From an optimization exercise on the open Yosys and OpenROAD flow, aimed at small area, a short achievable clock period and few clock cycles; shortcuts taken in it are not production practice.
Only simulation tests tie the RTL to the original design; equivalence was not proved.

## mult1
module mult1(clk, rst, start, ack, multiplicand, multiplier, product, done);
For scale: roughly 1100 cells after synthesis, about 170 flip-flops, ~130 I/O pins, about 0.013 sq mm of cells after synthesis.
Settings: LEC_CHECK=0, CAP_MARGIN=20, CORE_MARGIN=2, CORE_UTILIZATION=65, SETUP_SLACK_MARGIN=2.2, SLEW_MARGIN=20, SYNTH_HIERARCHICAL=1, SYNTH_MINIMUM_KEEP_SIZE=0, TNS_END_PERCENT=50; clock period 5.0 ns.
standard.sh (not shown) runs the stock make flow with config.mk's settings and CLKGATE_MAP_FILE= SYNTH_SCRIPT=/design/flow/synth_recipe.tcl, a recipe that flattens the netlist after the stock synthesis.
==> flow/flow/run.sh <==
#!/bin/bash
# The standard layout (standard.sh: the ORFS synthesis and flow), with two changes:
# the port buffers that ORFS's buffer_ports inserts are the small sky130_fd_sc_hd__buf_1
# instead of the delay-cell buffer it picks by default (every port still gets a buffer),
# and clock tree synthesis adds no dummy load cells at the leaves.
set -euo pipefail
export BUFFER_PORTS_ARGS="-buffer_cell sky130_fd_sc_hd__buf_1"
export CTS_ARGS="-sink_clustering_enable -repair_clock_nets -dont_use_dummy_load -buf_list {sky130_fd_sc_hd__clkbuf_4 sky130_fd_sc_hd__clkbuf_8}"
bash standard.sh finish > standard.log 2>&1
Testbench counts at the start, summed over its fixed seeds: cycles 3,299.
==> next run, changes <==
--- a/flow/flow/run.sh
+++ b/flow/flow/run.sh
@@ -5 +5 @@
-# and clock tree synthesis adds no dummy load cells at the leaves.
+# and after timing repair ORFS's power recovery downsizes cells off the critical paths.
@@ -8 +8 @@
-export CTS_ARGS="-sink_clustering_enable -repair_clock_nets -dont_use_dummy_load -buf_list {sky130_fd_sc_hd__clkbuf_4 sky130_fd_sc_hd__clkbuf_8}"
+export RECOVER_POWER=100
- SETUP_SLACK_MARGIN: 2.2 -> 2.0
- TNS_END_PERCENT: 50 -> not set
=> The new run produced a layout that fails on max-capacitance violations, max-slew violations; final area goes up by 0.69%; fmax goes down by 28%; via count is higher by about 0.4%; final cell count goes up by about 0.8%; wire length rises by 1.8%.
==> next run, changes <==
--- a/flow/flow/run.sh
+++ b/flow/flow/run.sh
@@ -5 +5 @@
-# and after timing repair ORFS's power recovery downsizes cells off the critical paths.
+# and clock tree synthesis adds no dummy load cells at the leaves.
@@ -8 +8 @@
-export RECOVER_POWER=100
+export CTS_ARGS="-sink_clustering_enable -repair_clock_nets -dont_use_dummy_load -buf_list {sky130_fd_sc_hd__clkbuf_4 sky130_fd_sc_hd__clkbuf_8}"
- SETUP_SLACK_MARGIN: 2.0 -> 2.3
- With this change the flow finished clean
- via count rises slightly
- synthesized area stays the same
- global-route usage falls by 0.24 points
- flip-flop and latch count stays the same
- wire length rises slightly
- register-to-register slack is better by 1.1 ns
- hold slack is worse by 0.018 ns
- die area is unchanged
==> next run, changes <==
- CORE_UTILIZATION: 65 -> 60
- SETUP_SLACK_MARGIN: 2.3 -> 2.2
=>
- count of clock-buffer cells in the layout is unchanged
- flip-flop and latch count does not change
- wire length hardly moves
- fmax is about the same
- utilization shrinks by 7.1 points
- area after synthesis does not change
- synthesized cell count stays the same

========
Setup of P:
Another version of the RTL of mult1 (not shown whole).
Size: roughly 130 I/O pins.
clock: 5.0 ns
lec_check: 0
cap_margin: 20
core_margin: 2
core_utilization: 55
setup_slack_margin: 2.0
slew_margin: 20
synth_hierarchical: 1
synth_minimum_keep_size: 0
==> flow/flow/run.sh <==
#!/bin/bash
# The standard layout (standard.sh: the ORFS synthesis and flow), with one change:
# the port buffers that ORFS's buffer_ports inserts are the small sky130_fd_sc_hd__buf_1
# instead of the delay-cell buffer it picks by default. Every port still gets a buffer.
set -euo pipefail
export BUFFER_PORTS_ARGS="-buffer_cell sky130_fd_sc_hd__buf_1"
bash standard.sh finish > standard.log 2>&1
P finished every step from synthesis to the final layout, and the layout passed the timing, design-rule and antenna checks.
Testbench counts of P, summed over its fixed seeds: cycles 5,119.
The inputs of Q differ from those of P as listed below.
Settings: SETUP_SLACK_MARGIN now 2.5, was 2.0; CORE_UTILIZATION now 40, was 55.
==> flow/run.sh (new file) <==
#!/bin/bash
# synth_recipe.tcl (not shown) runs the flow's synth.tcl, then flattens the netlist and writes it again
# the make line also repeats each setting of config.mk as NAME=value (left out here)
make -C /OpenROAD-flow-scripts/flow DESIGN_CONFIG=/design/flow/config.mk WORK_HOME=/design/flow/orfs CLKGATE_MAP_FILE= SYNTH_SCRIPT=/design/flow/synth_recipe.tcl finish
removed: flow/flow/run.sh
removed: flow/standard.sh
Findings:
The run with more routed wire is Q, not P. Changes observed in Q relative to P: clock-cell share of area decreased 0.68 points; fraction of area in registers decreased by 4.9 points relative to the old numbers; well tap count rose by 101. Compared with P, in Q first-pass GRT wire length up 9.9%; number of inserted diodes neither gained nor lost much. Going from P to Q, the post-synthesis to final-layout area growth was found to have gone up by 22 points. In the final reports, the cell area of Q is larger than that of P. In the tables for P and Q, number of buffer and inverter instances along the worst setup path reads lower with P. Taking P as the reference, in Q x dimension of the die higher, final cycle utilization of the critical path higher.

========
## try-amber
RTL: one of the versions met above, not the one the previous note started from.
Size: ~1100 cells after synthesis, about 170 flip-flops.
Settings: LEC_CHECK=0, CAP_MARGIN=20, CORE_MARGIN=2, CORE_UTILIZATION=65, SETUP_SLACK_MARGIN=1.7, SLEW_MARGIN=20, SYNTH_HIERARCHICAL=1, SYNTH_MINIMUM_KEEP_SIZE=0; clock period 5.0 ns.
==> flow/flow/run.sh <==
#!/bin/bash
# The standard layout (standard.sh: the ORFS synthesis and flow), with one change:
# the port buffers that ORFS's buffer_ports inserts are the small sky130_fd_sc_hd__buf_1
# instead of the delay-cell buffer it picks by default. Every port still gets a buffer.
set -euo pipefail
export BUFFER_PORTS_ARGS="-buffer_cell sky130_fd_sc_hd__buf_1"
bash standard.sh finish > standard.log 2>&1
try-amber finished every stage and its layout cleared the timing, design-rule and antenna checks.
Testbench counts of try-amber, summed over its fixed seeds: cycles 3,299.
The following lists how try-pepper was set up differently from try-amber:
- SETUP_SLACK_MARGIN now 2.2, was 1.7
- PLACE_DENSITY now 0.5, previously not set
==> flow/flow/run.sh <==
#!/bin/bash
# The standard layout (standard.sh: the ORFS synthesis and flow), with two changes:
# the port buffers that ORFS's buffer_ports inserts are the small sky130_fd_sc_hd__buf_1
# instead of the delay-cell buffer it picks by default (every port still gets a buffer),
# and clock tree synthesis adds no dummy load cells at the leaves.
set -euo pipefail
export BUFFER_PORTS_ARGS="-buffer_cell sky130_fd_sc_hd__buf_1"
export CTS_ARGS="-sink_clustering_enable -repair_clock_nets -dont_use_dummy_load -buf_list {sky130_fd_sc_hd__clkbuf_4 sky130_fd_sc_hd__clkbuf_8}"
bash standard.sh finish > standard.log 2>&1
Notes after the runs:
- Non-clock buffer count in the final layout: try-pepper > try-amber
- Number of global-route vias before repair | try-pepper below try-amber
- Delta (try-pepper minus try-amber): number of buffer and inverter stages on the critical path now larger, routed metal-1 wire length shows a reduction of 43 microns.
- From try-amber to try-pepper the numbers moved as follows: setup slack increased 0.45 ns.
#### Input delta (try-juniper over try-pepper)
- an added TNS_END_PERCENT of 20
- a deleted PLACE_DENSITY that had been 0.5
Notes after the runs:
Across try-pepper and try-juniper, none had a timing, DRC or antenna violation.
Summary of try-juniper over try-pepper: count of maximum capacitance violations closely matched the old numbers, data arrival time of the worst path now larger.
Changes in try-violet relative to try-juniper:
- SETUP_SLACK_MARGIN: 2.2 -> 2.5
- CORE_UTILIZATION: 65 -> 55
- TNS_END_PERCENT: 20 -> unset
==> flow/flow/run.sh <==
#!/bin/bash
# The standard layout (standard.sh: the ORFS synthesis and flow), with one change:
# the port buffers that ORFS's buffer_ports inserts are the small sky130_fd_sc_hd__buf_1
# instead of the delay-cell buffer it picks by default. Every port still gets a buffer.
set -euo pipefail
export BUFFER_PORTS_ARGS="-buffer_cell sky130_fd_sc_hd__buf_1"
bash standard.sh finish > standard.log 2>&1
Findings:
Re share of post-route cells with drive strength above 1: try-juniper and try-violet aren't equal, and the lower value belongs to try-juniper.
First-pass GRT wire length: try-violet vs try-juniper up about 15%
NOTE: growth of design area from synthesis to finish in try-violet exceeds that of try-juniper
As of try-violet, non-clock buffer count had risen by more than half compared to try-juniper.
Comparing try-juniper and try-violet, the higher final instance area was measured on try-violet.
Met2 usage in try-violet vs try-juniper: up 0.57 points
try-violet vs try-juniper, instance count: try-violet higher
Comparing try-juniper and try-violet, the lower clock slew at the register clock pins of the worst setup and hold paths was measured on try-violet.
The inputs of try-sierra differ from those of try-violet as listed below.
- changing SETUP_SLACK_MARGIN from 2.5 to 2.1
- changing CORE_UTILIZATION from 55 to 65
==> run summary <==
- try-sierra vs try-violet, most frequent standard cell in the layout excluding fill and tap cells: sky130_fd_sc_hd__xnor2_1 vs sky130_fd_sc_hd__buf_1
- Of try-sierra and try-violet, it is try-sierra that has the higher met1 layer usage reported by global route.
- Between try-sierra and try-violet, growth of design area from synthesis to finish is higher for try-violet, try-sierra comes in under that.
- Multi-input combinational cell area, try-sierra and try-violet: larger value in try-violet

========
== alpha ==
mult1 with an RTL version that a note above also has.
For scale: roughly 1000 cells after synthesis, about 130 I/O pins, roughly 10000 um2 of cells after synthesis.
// mult1
module mult1(clk, rst, start, ack, multiplicand, multiplier, product, done);
==> flow/config.mk <==
export PLATFORM = sky130hd
export DESIGN_NAME = mult1
export DESIGN_NICKNAME = mult1
export VERILOG_FILES = /design/flow/design.v
export SDC_FILE = /design/flow/constraint.sdc
export NUM_CORES = 4
export LEC_CHECK = 0
export CAP_MARGIN = 20
export CORE_MARGIN = 2
export CORE_UTILIZATION = 40
export SETUP_SLACK_MARGIN = 2.0
export SLEW_MARGIN = 20
export SYNTH_HIERARCHICAL = 1
export SYNTH_MINIMUM_KEEP_SIZE = 0
==> flow/constraint.sdc <==
create_clock -name core_clock -period 5.0 [get_ports {clk}]
set_input_delay 1.0000 -clock core_clock [delete_from_list [all_inputs] [get_ports {clk}]]
set_output_delay 1.0000 -clock core_clock [all_outputs]
set_load 0.01 [all_outputs]
run.sh (not shown) runs the stock make flow with config.mk's settings and CLKGATE_MAP_FILE= SYNTH_SCRIPT=/design/flow/synth_recipe.tcl, a recipe that flattens the netlist after the stock synthesis.
Stock flow here: none of the scripts above is used.
Testbench counts of alpha, summed over its fixed seeds: cycles 5,119.
Modified inputs, beta compared to alpha
==> flow/flow/run.sh (new file) <==
#!/bin/bash
# The standard layout (standard.sh: the ORFS synthesis and flow), with one change:
# the port buffers that ORFS's buffer_ports inserts are the small sky130_fd_sc_hd__buf_1
# instead of the delay-cell buffer it picks by default. Every port still gets a buffer.
set -euo pipefail
export BUFFER_PORTS_ARGS="-buffer_cell sky130_fd_sc_hd__buf_1"
bash standard.sh finish > standard.log 2>&1
==> flow/standard.sh (new file) <==
#!/bin/bash
# synth_recipe.tcl (not shown) runs the flow's synth.tcl, then flattens the netlist and writes it again
# the make line also repeats each setting of config.mk as NAME=value (left out here)
make -C /OpenROAD-flow-scripts/flow DESIGN_CONFIG=/design/flow/config.mk WORK_HOME=/design/flow/orfs CLKGATE_MAP_FILE= SYNTH_SCRIPT=/design/flow/synth_recipe.tcl "${@:-finish}"
removed: flow/run.sh
Notes after the runs:
On worst setup slack, alpha and beta are neck and neck. Via density per instance, alpha and beta: larger value in beta. On final setup skew, beta tracks alpha almost exactly. Compared with alpha, beta shows a lower critical path depth. beta: worst slew margin relative to its limit is 7.4 points lower than what alpha reported. Diff alpha -> beta: overall via count from detail_route closely matched the old numbers, proportion of layout cells with a drive suffix above 1 saw a decrease.

========
mult1 with an RTL version that a note above also has.
Size in the first run: roughly 1100 cells after synthesis, ~13000 um2 of cells after synthesis.
## mult1
module mult1(clk, rst, start, ack, multiplicand, multiplier, product, done);
==> flow/config.mk <==
export PLATFORM = sky130hd
export DESIGN_NAME = mult1
export DESIGN_NICKNAME = mult1
export VERILOG_FILES = /design/flow/design.v
export SDC_FILE = /design/flow/constraint.sdc
export NUM_CORES = 4
export LEC_CHECK = 0
export CAP_MARGIN = 20
export CORE_MARGIN = 2
export CORE_UTILIZATION = 65
export CTS_BUF_LIST = sky130_fd_sc_hd__clkbuf_4 sky130_fd_sc_hd__clkbuf_8
export SETUP_SLACK_MARGIN = 2.2
export SLEW_MARGIN = 20
export SYNTH_HIERARCHICAL = 1
export SYNTH_MINIMUM_KEEP_SIZE = 0
==> flow/constraint.sdc <==
create_clock -name core_clock -period 5.0 [get_ports {clk}]
set_input_delay 1.0000 -clock core_clock [delete_from_list [all_inputs] [get_ports {clk}]]
set_output_delay 1.0000 -clock core_clock [all_outputs]
set_load 0.01 [all_outputs]
standard.sh (not shown) runs the stock make flow with config.mk's settings and CLKGATE_MAP_FILE= SYNTH_SCRIPT=/design/flow/synth_recipe.tcl, a recipe that flattens the netlist after the stock synthesis.
==> flow/flow/run.sh <==
#!/bin/bash
# The standard layout (standard.sh: the ORFS synthesis and flow), with one change:
# the port buffers that ORFS's buffer_ports inserts are the small sky130_fd_sc_hd__buf_1
# instead of the delay-cell buffer it picks by default. Every port still gets a buffer.
set -euo pipefail
export BUFFER_PORTS_ARGS="-buffer_cell sky130_fd_sc_hd__buf_1"
bash standard.sh finish > standard.log 2>&1
Testbench counts at the start, summed over its fixed seeds: cycles 3,299.
Change:
==> flow/flow/run.sh (replaced) <==
#!/bin/bash
# The standard layout (standard.sh: the ORFS synthesis and flow), with two changes:
# the port buffers that ORFS's buffer_ports inserts are the small sky130_fd_sc_hd__buf_1
# instead of the delay-cell buffer it picks by default (every port still gets a buffer),
# and clock tree synthesis adds no dummy load cells at the leaves.
set -euo pipefail
export BUFFER_PORTS_ARGS="-buffer_cell sky130_fd_sc_hd__buf_1"
export CTS_ARGS="-sink_clustering_enable -repair_clock_nets -dont_use_dummy_load -buf_list {sky130_fd_sc_hd__clkbuf_4 sky130_fd_sc_hd__clkbuf_8}"
bash standard.sh finish > standard.log 2>&1
Settings changed: CTS_BUF_LIST sky130_fd_sc_hd__clkbuf_4 sky130_fd_sc_hd__clkbuf_8 to not set, PLACE_DENSITY set to 0.75.
Result:
- wire length went up by a few percent
- non-clock buffer count went up by 34
- clock skew went up by 36 ps
- worst hold slack gets worse by 28 ps

## separate check: timing with driven ports
No port has a modelled driver above. Below, the same layouts with a new extraction and two added sets of constraints. Step 1 assumes that a clkbuf_16 drives the clock port and a buf_2 every other input. Step 2 adds t to the input delays and takes it off the output delays; t is the mean of the earliest and latest rising clock arrival at the registers after step 1. Input paths then give back, and output paths get back, about the clock's delay inside the block. a / b / c = ideal ports / drivers / drivers and shift; a / b = the first two.
run	t, ns	slack for setup (ns)	clock arrival spread, ns	pins driven straight from the clock port
the first run of note 1	0.491	2.247 / 2.247 / 1.957	0.037 / 0.037	1
the second run of note 1	0.468	1.166 / 1.166 / 1.166	0.010 / 0.010	1
the third run of note 1	0.492	2.272 / 2.272 / 1.990	0.037 / 0.038	1
the fourth run of note 1	0.499	2.280 / 2.280 / 1.933	0.058 / 0.058	1
P	0.473	1.973 / 1.973 / 1.973	0.013 / 0.013	1
Q	0.486	1.950 / 1.950 / 1.950	0.018 / 0.018	1
try-amber	0.470	1.821 / 1.821 / 1.821	0.013 / 0.013	1
try-pepper	0.489	2.267 / 2.267 / 1.953	0.038 / 0.037	1
try-juniper	0.486	2.211 / 2.211 / 1.969	0.036 / 0.035	1
try-violet	0.494	2.260 / 2.260 / 2.104	0.016 / 0.016	1
try-sierra	0.473	2.147 / 2.147 / 2.005	0.011 / 0.011	1
alpha	0.492	2.048 / 2.048 / 1.667	0.018 / 0.018	1
beta	0.487	2.045 / 2.045 / 2.045	0.018 / 0.018	1
the first run of note 5	0.502	2.236 / 2.236 / 1.950	0.017 / 0.017	1
the second run of note 5	0.499	2.172 / 2.172 / 1.897	0.053 / 0.053	1
The setup slack of alpha, which loses most, moves by 0.000 ns with the drivers and by -0.381 ns with both steps.
